Background: an optimization exercise with open tools, aiming at small area. Do not read the settings as production practice. Only simulation tests tie the RTL to the original design; equivalence was not proved. The clock port is modelled as an ideal driver, which makes a skipped or thinned clock tree look cheaper than it is; a real chip needs a root buffer or a tree. No activity file was given, so power comes from the tool's default toggle rates.

==> inputs of run a <==
==> flow/design.v (excerpt) <==
module stop_watch(clk, pause, rst, adj, select, anode, cathode);
==> module stop_watch, before the edit <==
module stop_watch(clk, pause, rst, adj, select, anode, cathode);
    input clk, pause, rst, adj, select;
    output [3:0] anode;
    output [6:0] cathode;
    reg [5:0] p;
    reg h;
    reg [5:0] r;
    reg [2:0] c2;
    reg started;
    reg s2, s1, paused;
    reg [1:0] pend;
    reg mask;
    reg [2:0] st, mt;
    reg [3:0] su, mu;
    wire pw   = (p == 6'b001001);    
    wire t400 = pw & ~h;
    wire r0   = (r == 6'd0);
    wire post = t400 & r0 & started;   
    wire [1:0] idx = {r[1] ^ c2[0], r[0]};    
    wire s_top = (st[2] & st[1]) | (st[2] & st[0] & su[3] & su[0]);
    wire m_top = (mt[2] & mt[1]) | (mt[2] & mt[0] & mu[3] & mu[0]);
    wire [3:0] su1 = {(su[3] & ~su[0]) | (su[2] & su[1] & su[0]), su[2] ^ (su[1] & su[0]), ~su[3] & (su[1] ^ su[0]), ~su[0]};
    wire [3:0] mu1 = {(mu[3] & ~mu[0]) | (mu[2] & mu[1] & mu[0]), mu[2] ^ (mu[1] & mu[0]), ~mu[3] & (mu[1] ^ mu[0]), ~mu[0]};
    wire [3:0] su2 = {su[2] & su[1], su[2] ^ su[1], ~su[3] & ~su[1], su[0]};
    wire [3:0] mu2 = {mu[2] & mu[1], mu[2] ^ mu[1], ~mu[3] & ~mu[1], mu[0]};
    wire [2:0] st1 = {st[2] ^ (st[1] & st[0]), st[1] ^ st[0], ~st[0]};
    wire [2:0] mt1 = {mt[2] ^ (mt[1] & mt[0]), mt[1] ^ mt[0], ~mt[0]};
    always @(posedge clk) begin
        if (rst) begin
            p <= 6'd0; h <= 1'b0; r <= 6'd0; c2 <= 3'd0; started <= 1'b0;
            s2 <= 1'b0; paused <= 1'b0; mask <= 1'b1;
            st <= 3'd0; su <= 4'd0; mt <= 3'd0; mu <= 4'd0;
        end else begin
            p <= pw ? 6'd0 : {p[4:0], ~(p[5] ^ p[4])};
            if (pw) h <= ~h;
            if (t400) begin
                started <= 1'b1;
                if (r == 6'd49) begin r <= 6'd0; c2 <= c2 + 3'd1; end
                else r <= r + 6'd1;
                s2 <= pause;
                if (s2 & ~s1) paused <= ~paused;
                mask <= adj & ~c2[0] & (select == idx[1]);
            end
            if (post & ~paused) begin
                case (pend)
                2'd1: begin  
                    if (s_top) begin
                        if (m_top) begin st <= 3'd5; su <= 4'd9; mt <= 3'd5; mu <= 4'd9; end
                        else begin
                            st <= 3'd0; su <= 4'd0;
                            mu <= mu1;
                            if (mu[3] & mu[0]) mt <= mt1;
                        end
                    end else begin
                        su <= su1;
                        if (su[3] & su[0]) st <= st1;
                    end
                end
                2'd3: begin  
                    if (s_top) begin st <= 3'd0; su <= 4'd0; end
                    else begin su <= su2; if (su[3]) st <= st1; end
                end
                2'd2: begin  
                    if (m_top) begin mt <= 3'd0; mu <= 4'd0; end
                    else begin mu <= mu2; if (mu[3]) mt <= mt1; end
                end
                default: ;
                endcase
            end
        end
        if (t400) s1 <= s2;
        if (pw) pend <= (adj & c2[1:0] == 2'b10) ? {1'b1, select} :
                        (~adj & c2 == 3'b100) ? 2'd1 : 2'd0;
    end
    wire [1:0] shown = idx - 2'd1;
    reg [3:0] dig;
    always @(*) begin
        case (shown)
        2'd0: dig = {1'b0, mt};
        2'd1: dig = mu;
        2'd2: dig = {1'b0, st};
        default: dig = su;
        endcase
    end
    reg [6:0] seg;
    always @(*) begin
        case (dig)
        4'd0: seg = 7'b1000000;
        4'd1: seg = 7'b1111001;
        4'd2: seg = 7'b0100100;
        4'd3: seg = 7'b0110000;
        4'd4: seg = 7'b0011001;
        4'd5: seg = 7'b0010010;
        4'd6: seg = 7'b0000010;
        4'd7: seg = 7'b1111000;
        4'd8: seg = 7'b0000000;
        4'd9: seg = 7'b0010000;
        default: seg = 7'bxxxxxxx;
        endcase
    end
    assign anode = started ? ~(4'b1000 >> shown) : 4'b1111;
    assign cathode = mask ? 7'b1111111 : seg;
endmodule
==> flow/config.mk <==
export PLATFORM = sky130hd
export DESIGN_NAME = stop_watch
export DESIGN_NICKNAME = stop_watch
export VERILOG_FILES = /design/flow/design.v
export SDC_FILE = /design/flow/constraint.sdc
export NUM_CORES = 4
export LEC_CHECK = 0
export CAP_MARGIN = 20
export CORE_MARGIN = 2
export CORE_UTILIZATION = 40
export SLEW_MARGIN = 20
==> flow/constraint.sdc <==
create_clock -name core_clock -period 6.0 [get_ports {clk}]
set_input_delay 1.2000 -clock core_clock [delete_from_list [all_inputs] [get_ports {clk}]]
set_output_delay 1.2000 -clock core_clock [all_outputs]
set_load 0.01 [all_outputs]
standard.sh (not shown) runs the stock make flow with config.mk's settings and CLKGATE_MAP_FILE= SYNTH_SCRIPT=/design/flow/synth_recipe.tcl, a recipe that flattens the netlist after the stock synthesis.
==> flow/flow/run.sh <==
#!/bin/bash
# Own layout flow: the standard synthesis, then the combinational logic between the
# (unchanged) flip-flops is re-optimised for area with ABC, proven equivalent to the standard
# netlist with a SAT miter, and the standard ORFS flow continues from that netlist.
set -euo pipefail
W=$PWD
F=$W/flow
PLAT=${FLOW_PLATFORM:-sky130hd}
TOP=${FLOW_TOP:-stop_watch}
R=$W/orfs/results/$PLAT/stop_watch/base
LIB=$FLOW_HOME/platforms/$PLAT/lib/sky130_fd_sc_hd__tt_025C_1v80.lib

bash standard.sh synth > $W/log_1_standard_synth.log 2>&1

cp $R/1_2_yosys.v $W/std_netlist.v
python3 $F/unmap.py $LIB $W/std_netlist.v $W/std_unmapped.v > $W/log_2_unmap.log 2>&1

DU=$(sed -n '/DONT_USE_CELLS/,/^$/p' $FLOW_HOME/platforms/$PLAT/config.mk | tr -d '\\' \
     | grep -o 'sky130_fd_sc_hd__[a-z0-9_]*' | sed 's/^/-dont_use /' | tr '\n' ' ')
SCRIPT=${REOPT_SCRIPT:-'+strash;&get,-n;&deepsyn,-T,60;&dch,-f;&nf,-R,1000;&put'}
cat > $W/reopt.ys <<EOT
read_liberty -lib $LIB
read_verilog $W/std_unmapped.v
hierarchy -top $TOP
opt -purge
techmap
opt -fast -purge
abc -liberty $LIB $DU -script $SCRIPT
opt_clean -purge
hilomap -singleton -hicell sky130_fd_sc_hd__conb_1 HI -locell sky130_fd_sc_hd__conb_1 LO
insbuf -buf sky130_fd_sc_hd__buf_4 A X
splitnets
opt_clean -purge
stat -liberty $LIB
write_verilog -noattr -nohex -nodec $W/reopt_netlist.v
EOT
ok=0
if yosys -s $W/reopt.ys > $W/log_3_reopt.log 2>&1; then
  # prove the new logic equal to the standard netlist's, flip-flops cut
  python3 $F/unmap.py $LIB $W/reopt_netlist.v $W/reopt_unmapped.v >> $W/log_2_unmap.log 2>&1
  python3 $F/cut.py $W/std_unmapped.v $W/cut_gold.v $TOP
  python3 $F/cut.py $W/reopt_unmapped.v $W/cut_gate.v $TOP
  cat > $W/equiv.ys <<EOT
read_verilog $W/cut_gold.v
rename $TOP gold
read_verilog $W/cut_gate.v
rename $TOP gate
proc
opt_clean
miter -equiv -flatten -make_assert -ignore_gold_x gold gate miter
hierarchy -top miter
sat -verify -prove-asserts miter
EOT
  if yosys -s $W/equiv.ys > $W/log_4_equiv.log 2>&1 && grep -q "SUCCESS" $W/log_4_equiv.log; then
    ok=1
  fi
fi
if [[ $ok == 1 ]]; then
  echo "using re-optimised netlist" | tee $W/log_5_choice.log
  cp $W/reopt_netlist.v $R/1_2_yosys.v
  rm -f $R/1_synth.odb $R/1_synth.sdc
else
  echo "re-optimisation failed or not proven; using the standard netlist" | tee $W/log_5_choice.log
fi

PORTBUF="BUFFER_PORTS_ARGS=-buffer_cell sky130_fd_sc_hd__buf_1"
bash standard.sh place "$PORTBUF" > $W/log_6_standard_place.log 2>&1

# clock tree: the clock port drives three clock buffers, each driving a cluster of flip-flops
FLOW_HOME=$FLOW_HOME PLAT=$PLAT R=$R CLKPORT=clk CLKBUFS=3 CLKBUF=sky130_fd_sc_hd__clkbuf_8 \
  openroad -no_init -exit $F/mycts.tcl > $W/log_7_cts.log 2>&1
cp $R/4_1_cts.odb $R/4_cts.odb
touch $R/4_cts.sdc

bash standard.sh finish "$PORTBUF" > $W/log_8_standard_finish.log 2>&1
Other scripts of this flow, unchanged in this note and not shown: flow/flow/cut.py, flow/flow/mycts.tcl, flow/flow/unmap.py
==> run b: changes against run a <==
--- a/flow/design.v
+++ b/flow/design.v
@@ -9,3 +9,2 @@
     reg [2:0] c2;
-    reg started;
     reg s2, s1, paused;
@@ -15,7 +14,10 @@
     reg [3:0] su, mu;
-    wire pw   = (p == 6'b001001);    
+    wire pw   = ~p[5] & ~p[3] & ~p[1] & ~p[0];    
     wire t400 = pw & ~h;
-    wire r0   = (r == 6'd0);
-    wire post = t400 & r0 & started;   
-    wire [1:0] idx = {r[1] ^ c2[0], r[0]};    
+    wire rw   = r[5] & r[4] & r[0];            
+    wire started = ~(r[5] & r[4] & r[2]);     
+    wire post = t400 & rw & started;   
+    wire [1:0] shown = {r[1] ^ c2[0], r[0]};    
+    wire [1:0] idx = shown + 2'd1;              
+    wire blink = c2[0] ^ rw;                    
     wire s_top = (st[2] & st[1]) | (st[2] & st[0] & su[3] & su[0]);
@@ -30,3 +32,3 @@
         if (rst) begin
-            p <= 6'd0; h <= 1'b0; r <= 6'd0; c2 <= 3'd0; started <= 1'b0;
+            p <= 6'd1; h <= 1'b0; r <= 6'd53; c2 <= 3'd7;
             s2 <= 1'b0; paused <= 1'b0; mask <= 1'b1;
@@ -34,7 +36,6 @@
         end else begin
-            p <= pw ? 6'd0 : {p[4:0], ~(p[5] ^ p[4])};
+            p <= pw ? 6'd1 : {p[4:0], p[5] ^ p[0]};
             if (pw) h <= ~h;
             if (t400) begin
-                started <= 1'b1;
-                if (r == 6'd49) begin r <= 6'd0; c2 <= c2 + 3'd1; end
+                if (rw) begin r <= 6'd0; c2 <= c2 + 3'd1; end
                 else r <= r + 6'd1;
@@ -42,3 +43,3 @@
                 if (s2 & ~s1) paused <= ~paused;
-                mask <= adj & ~c2[0] & (select == idx[1]);
+                mask <= adj & ~blink & (select == idx[1]);
             end
@@ -72,6 +73,5 @@
         if (t400) s1 <= s2;
-        if (pw) pend <= (adj & c2[1:0] == 2'b10) ? {1'b1, select} :
-                        (~adj & c2 == 3'b100) ? 2'd1 : 2'd0;
+        if (pw) pend <= (adj & c2[1:0] == 2'b01) ? {1'b1, select} :
+                        (~adj & c2 == 3'b011) ? 2'd1 : 2'd0;
     end
-    wire [1:0] shown = idx - 2'd1;
     reg [3:0] dig;
--- a/flow/flow/run.sh
+++ b/flow/flow/run.sh
@@ -19,4 +19,6 @@
      | grep -o 'sky130_fd_sc_hd__[a-z0-9_]*' | sed 's/^/-dont_use /' | tr '\n' ' ')
-SCRIPT=${REOPT_SCRIPT:-'+strash;&get,-n;&deepsyn,-T,60;&dch,-f;&nf,-R,1000;&put'}
-cat > $W/reopt.ys <<EOT
+# several deepsyn runs with different seeds, in parallel; the smallest proven one is used
+run_reopt() {
+  local S=$1
+  cat > $W/reopt_$S.ys <<EOT
 read_liberty -lib $LIB
@@ -27,3 +29,3 @@
 opt -fast -purge
-abc -liberty $LIB $DU -script $SCRIPT
+abc -liberty $LIB $DU -script +strash;&get,-n;&deepsyn,-J,2000,-T,240,-S,$S;&dch,-f;&nf,-R,1000;&put
 opt_clean -purge
@@ -34,14 +36,21 @@
 stat -liberty $LIB
-write_verilog -noattr -nohex -nodec $W/reopt_netlist.v
+write_verilog -noattr -nohex -nodec $W/reopt_netlist_$S.v
 EOT
+  yosys -s $W/reopt_$S.ys > $W/log_3_reopt_$S.log 2>&1 || true
+}
+for S in 1 2 3 4 5 6 7 8; do run_reopt $S & done
+wait
+for S in 9 10 11 12 13 14 15 16; do run_reopt $S & done
+wait
+
+python3 $F/cut.py $W/std_unmapped.v $W/cut_gold.v $TOP
 ok=0
-if yosys -s $W/reopt.ys > $W/log_3_reopt.log 2>&1; then
+for S in $(for S in $(seq 1 16); do a=$(grep 'Chip area' $W/log_3_reopt_$S.log | awk '{print $NF}' || true); [[ -n "$a" ]] && echo "$a $S"; done | sort -n | awk '{print $2}'); do
   # prove the new logic equal to the standard netlist's, flip-flops cut
-  python3 $F/unmap.py $LIB $W/reopt_netlist.v $W/reopt_unmapped.v >> $W/log_2_unmap.log 2>&1
-  python3 $F/cut.py $W/std_unmapped.v $W/cut_gold.v $TOP
-  python3 $F/cut.py $W/reopt_unmapped.v $W/cut_gate.v $TOP
-  cat > $W/equiv.ys <<EOT
+  python3 $F/unmap.py $LIB $W/reopt_netlist_$S.v $W/reopt_unmapped_$S.v >> $W/log_2_unmap.log 2>&1
+  python3 $F/cut.py $W/reopt_unmapped_$S.v $W/cut_gate_$S.v $TOP
+  cat > $W/equiv_$S.ys <<EOT
 read_verilog $W/cut_gold.v
 rename $TOP gold
-read_verilog $W/cut_gate.v
+read_verilog $W/cut_gate_$S.v
 rename $TOP gate
@@ -53,6 +62,8 @@
 EOT
-  if yosys -s $W/equiv.ys > $W/log_4_equiv.log 2>&1 && grep -q "SUCCESS" $W/log_4_equiv.log; then
-    ok=1
+  if yosys -s $W/equiv_$S.ys > $W/log_4_equiv_$S.log 2>&1 && grep -q "SUCCESS" $W/log_4_equiv_$S.log; then
+    ok=1; cp $W/reopt_netlist_$S.v $W/reopt_netlist.v
+    echo "seed $S chosen" > $W/log_4_equiv.log
+    break
   fi
-fi
+done
 if [[ $ok == 1 ]]; then
==> run c: changes against run a <==
--- a/flow/design.v
+++ b/flow/design.v
@@ -17,5 +17,7 @@
     wire t400 = pw & ~h;
-    wire r0   = (r == 6'd0);
-    wire post = t400 & r0 & started;   
-    wire [1:0] idx = {r[1] ^ c2[0], r[0]};    
+    wire rw   = (r == 6'd49);
+    wire post = t400 & rw & started;   
+    wire [1:0] shown = {r[1] ^ c2[0], r[0]};    
+    wire [1:0] idx = shown + 2'd1;              
+    wire blink = c2[0] ^ rw;                    
     wire s_top = (st[2] & st[1]) | (st[2] & st[0] & su[3] & su[0]);
@@ -30,4 +32,4 @@
         if (rst) begin
-            p <= 6'd0; h <= 1'b0; r <= 6'd0; c2 <= 3'd0; started <= 1'b0;
-            s2 <= 1'b0; paused <= 1'b0; mask <= 1'b1;
+            p <= 6'd0; h <= 1'b0; r <= 6'd49; c2 <= 3'd7; started <= 1'b0;
+            s2 <= 1'b0; paused <= 1'b0;
             st <= 3'd0; su <= 4'd0; mt <= 3'd0; mu <= 4'd0;
@@ -38,3 +40,3 @@
                 started <= 1'b1;
-                if (r == 6'd49) begin r <= 6'd0; c2 <= c2 + 3'd1; end
+                if (rw) begin r <= 6'd0; c2 <= c2 + 3'd1; end
                 else r <= r + 6'd1;
@@ -42,3 +44,2 @@
                 if (s2 & ~s1) paused <= ~paused;
-                mask <= adj & ~c2[0] & (select == idx[1]);
             end
@@ -71,7 +72,6 @@
         end
-        if (t400) s1 <= s2;
-        if (pw) pend <= (adj & c2[1:0] == 2'b10) ? {1'b1, select} :
-                        (~adj & c2 == 3'b100) ? 2'd1 : 2'd0;
+        if (t400) begin s1 <= s2; mask <= adj & ~blink & (select == idx[1]); end
+        if (pw) pend <= (adj & c2[1:0] == 2'b01) ? {1'b1, select} :
+                        (~adj & c2 == 3'b011) ? 2'd1 : 2'd0;
     end
-    wire [1:0] shown = idx - 2'd1;
     reg [3:0] dig;
@@ -102,3 +102,3 @@
     assign anode = started ? ~(4'b1000 >> shown) : 4'b1111;
-    assign cathode = mask ? 7'b1111111 : seg;
+    assign cathode = (mask | ~started) ? 7'b1111111 : seg;
 endmodule
==> qor summary <==
| item | run b | run a | run c |
|---|---|---|---|
| Design Power | 0.000369 W | 0.000375 W | 0.000379 W |
| GR met3 Demand/Resource | 1.69% | 1.64% | 1.81% |
| Area growth, synth to finish | 10.4% | 10.6% | 9.68% |
| Clk pin slew, worst setup/hold paths | 90 ps | 80 ps | 90 ps |
| Sequential logic power | 0.000247 W | 0.000254 W | 0.000257 W |
| Insertion delay to the later sink of the worst-skew pair | 150 ps | 140 ps | 150 ps |
| Sequential cell count of the final layout | 36 | 37 | 37 |
| Run status | timing/DRC/antenna clean | timing/DRC/antenna clean | timing/DRC/antenna clean |
| Pwr/cell area | 210 nW/um^2 | 204 nW/um^2 | 209 nW/um^2 |
| Average wire length per cell after detail routing | 12.6 um | 12.8 um | 12.9 um |
| Net count of the mapped netlist | 191 | 205 | 191 |
| First-pass GRT wire length | 5490 um | 5710 um | 5250 um |
| Core region area | 3740 um^2 | 4000 um^2 | 4000 um^2 |
| GRT met1 Usage | 21.6% | 20.3% | 19.0% |
| Period utilization | 66.2% | 61.2% | 61.3% |
In every run of this note, the design's own scripts or RTL, not TritonCTS, make the clock network.

==> afterwards: timing with drivers on the ports <==
In the flow no input, the clock included, has a driving cell. The finished layouts below were timed again as built, in two steps. Step 1 (the two cells are an assumption about what drives the block):
set clk [get_ports {clk}]
set_driving_cell -lib_cell sky130_fd_sc_hd__clkbuf_16 $clk
set_driving_cell -lib_cell sky130_fd_sc_hd__buf_2 [delete_from_list [all_inputs] $clk]
Step 2 adds t to the input delays and takes it off the output delays; t is the mean of the earliest and latest rising clock arrival at the registers after step 1. Input paths then give back, and output paths get back, about the clock's delay inside the block. Slacks: ideal / step 1 / step 2; pairs: ideal / step 1.
run	t, ns	setup slack, ns	clock arrival spread, ns
run a	0.186	2.326 / 2.278 / 2.464	0.012 / 0.012
run b	0.188	2.031 / 1.982 / 2.070	0.025 / 0.025
run c	0.184	2.324 / 2.276 / 2.461	0.030 / 0.031
After both steps every run listed still meets setup and hold.
